Source: an optimization exercise on an open RTL-to-GDS flow (aim: small area). Production flows keep margins and buffers that such runs may drop. Only simulation tests tie the RTL to the original design; equivalence was not proved. The flow treats the clock pin as an ideal source, which a real chip does not have. Power and IR drop assume default switching activity.

## whack_a_mole
module whack_a_mole(
    input clk,
    input rst,
    input [7:0] sw,
    input start,
    input reset_btn,
    input difficulty_btn,
    input left,
    input down,
    output [7:0] led,
    output [7:0] seg,
    output [3:0] an,
    output speaker
    );
For scale: ~620 cells after synthesis, roughly 140 flip-flops, about 0.0062 mm^2 of cells after synthesis.
clock: 10.0 ns
lec_check: 0
cap_margin: 20
core_margin: 2
core_utilization: 70
place_density: 0.8
slew_margin: 20
standard.sh (not shown) runs the stock make flow with config.mk's settings and CLKGATE_MAP_FILE= SYNTH_SCRIPT=/design/flow/synth_recipe.tcl, a recipe that flattens the netlist after the stock synthesis.
==> flow/flow/run.sh <==
#!/bin/bash
# Layout flow: the standard flow (standard.sh: the standard synthesis and
# ORFS steps, unchanged), with three changes to how the layout is made:
#  - the port buffers are buf_1 instead of ORFS's default choice;
#  - CTS uses clkbuf_4 (root clkbuf_8) and no dummy loads;
#  - after CTS, post_cts.tcl gives the clock buffers whose flip-flop clock
#    pins would see a slow slew a clkbuf_8 instead, and legalizes again.
# Each tool's full output goes to standard.log (and ORFS's own logs under
# orfs/logs).
set -e
export BUFFER_PORTS_ARGS="-buffer_cell sky130_fd_sc_hd__buf_1"
export CTS_ARGS="-sink_clustering_enable -repair_clock_nets -dont_use_dummy_load -root_buf sky130_fd_sc_hd__clkbuf_8 -buf_list sky130_fd_sc_hd__clkbuf_4"
export POST_CTS_TCL="$PWD/flow/post_cts.tcl"
bash standard.sh > standard.log 2>&1
==> flow/flow/post_cts.tcl <==
# After CTS: give each clock buffer that drives flip-flop clock pins with a
# slow slew the next larger clock buffer, then legalize the placement again.
proc my_fix_clock_slew { limit_ns } {
  estimate_parasitics -placement
  set changed 0
  foreach inst [get_cells clkbuf_*] {
    set cell [get_property [get_lib_cells -of_objects $inst] name]
    if { $cell != "sky130_fd_sc_hd__clkbuf_4" } { continue }
    set worst 0
    foreach pin [get_pins -of_objects [get_nets -of_objects [get_pins [get_name $inst]/X]] -filter "direction == input"] {
      set s [get_property $pin slew_max]
      if { $s > $worst } { set worst $s }
    }
    if { $worst > $limit_ns } {
      replace_cell $inst sky130_fd_sc_hd__clkbuf_8
      incr changed
    }
  }
  puts "my_fix_clock_slew: $changed clock buffers upsized"
  return $changed
}
if { [my_fix_clock_slew 0.110] > 0 } {
  detailed_placement
  check_placement -verbose
  estimate_parasitics -placement
}
The baseline completed without violations.
==> next run, changes <==
--- a/flow/design.v
+++ b/flow/design.v
@@ -32,15 +32,15 @@
             past <= 1'b0;
         else if (m_37500)
             past <= 1'b1;
         if (rst)
             mole_clk <= 1'b0;
         else if (m_wrap)
             mole_clk <= ~mole_clk;
-        mole_tick <= m_wrap & ~mole_clk;
+        mole_tick <= ~rst & m_wrap & ~mole_clk;
         if (rst)
             f <= 8'd31;
         else
             f <= f + 8'd1;
         if (rst || b_wrap)
             b <= 15'd0;
         else
@@ -187,25 +187,22 @@
                 if (i_31)
                 begin
                     end_enable <= ~end_enable;
                     blink <= 1'b1;
                     led <= 5'd0;
                 end
                 else if (i_0)
-                begin
                     start_enable <= ~start_enable;
-                    i <= {~i[3:0], i[4] ^ i[1]};
-                end
                 else
                 begin
                     start_enable <= 1'b0;
                     end_enable <= 1'b0;
                     led <= {1'b1, pat};
-                    i <= i_30 ? 5'h15 : {~i[3:0], i[4] ^ i[1]};
                 end
+                i <= i_30 ? 5'h15 : {~i[3:0], i[4] ^ i[1]};
             end
         end
     end
 endmodule
 `timescale 1ns / 1ps
 module display(
     input [3:0] digit0,
@@ -309,20 +306,28 @@
     endfunction
     wire n3 = digit3[3] & digit3[0];
     wire n2 = digit2[3] & digit2[0];
     wire n1 = digit1[3] & digit1[0];
     wire n0 = digit0[3] & digit0[0];
     always @(posedge clk)
     begin
-        if (tick)
-            z <= reset;
-        if (led_changed)
-            mchg <= 1'b1;
-        else if (tick)
+        if (rst)
+        begin
+            z <= 1'b1;
             mchg <= 1'b0;
+        end
+        else
+        begin
+            if (tick)
+                z <= reset;
+            if (led_changed)
+                mchg <= 1'b1;
+            else if (tick)
+                mchg <= 1'b0;
+        end
     end
     wire en = tick | rst;
     wire clr = reset | rst;
     wire c2 = hit & n3;
     wire c1 = c2 & n2;
     always @(posedge clk)
     begin
@@ -380,28 +385,20 @@
         begin
             speaker <= 1'b0;
             c <= 10'h3ff;
         end
         else if (tick)
         begin
             if (event_v)
-            begin
-                speaker <= ~speaker;
                 c <= 10'd0;
-            end
-            else if (c_1000 || idle)
-            begin
-                speaker <= 1'b0;
+            else if (c_1000)
                 c <= 10'h3ff;
-            end
             else
-            begin
-                speaker <= ~speaker;
                 c <= {c[8:0], ~(c[9] ^ c[6])};
-            end
+            speaker <= (event_v || !(c_1000 || idle)) & ~speaker;
         end
     end
 endmodule
 `timescale 1ns / 1ps
 module konami(
     input up_btn, down_btn, left_btn, right_btn, mid_btn,
     input clk,
@@ -430,30 +427,30 @@
                 5'b01000: down_s <= 1'b1;
                 5'b00100: left_s <= 1'b1;
                 5'b00010: right_s <= 1'b1;
                 5'b00000:
                 begin
                     if (up_s)
                     begin
-                        mem <= (mem == 2'd0) ? 2'd1 : 2'd0;
+                        mem <= (mem == 2'b00) ? 2'b01 : 2'b00;
                         up_s <= 1'b0;
                     end
                     else if (down_s)
                     begin
-                        mem <= (mem == 2'd1) ? 2'd2 : 2'd0;
+                        mem <= (mem == 2'b01) ? 2'b11 : 2'b00;
                         down_s <= 1'b0;
                     end
                     else if (left_s)
                     begin
-                        mem <= (mem == 2'd2) ? 2'd3 : 2'd0;
+                        mem <= (mem == 2'b11) ? 2'b10 : 2'b00;
                         left_s <= 1'b0;
                     end
                     else if (right_s)
                     begin
-                        if (mem == 2'd3)
+                        if (mem == 2'b10)
                             god_mode <= ~god_mode;
                         mem <= 2'd0;
                         right_s <= 1'b0;
                     end
                 end
                 default: ;
             endcase
The changed run completed without violations.
Setup slack degrades by 0.10 ns.
Synthesized area is lower by 1.1%.
Global-route usage grows by 1.1 points.
Design area shrinks by 0.75%.
Total power is higher by 0.72%.
Sequential share of layout area climbs by 0.24 points.
Count of clock-buffer cells in the layout stays the same.

-- afterwards: timing with drivers on the ports --
No port has a modelled driver above. Below, the same layouts with a new extraction and two added sets of constraints. Step 1 assumes that a clkbuf_16 drives the clock port and a buf_2 every other input. Step 2 also shifts input and output timing later by t, the mid clock arrival at the registers, as if the neighbouring blocks saw the same clock. Slacks: ideal / step 1 / step 2; pairs: ideal / step 1.
| run | t (ns) | setup slack, ns | worst setup path at the end | slew at the worst register clock pin (ns) |
|---|---|---|---|---|
| the first run | 0.416 | 5.874 / 5.883 / 5.467 | input to register | 0.12 / 0.12 |
| the second run | 0.425 | 5.770 / 5.781 / 5.355 | input to register | 0.11 / 0.11 |
After both steps setup and hold are still met in every run listed. For the second run, which loses most, drivers alone change the setup slack by +0.011 ns; drivers and shift together by -0.415 ns.
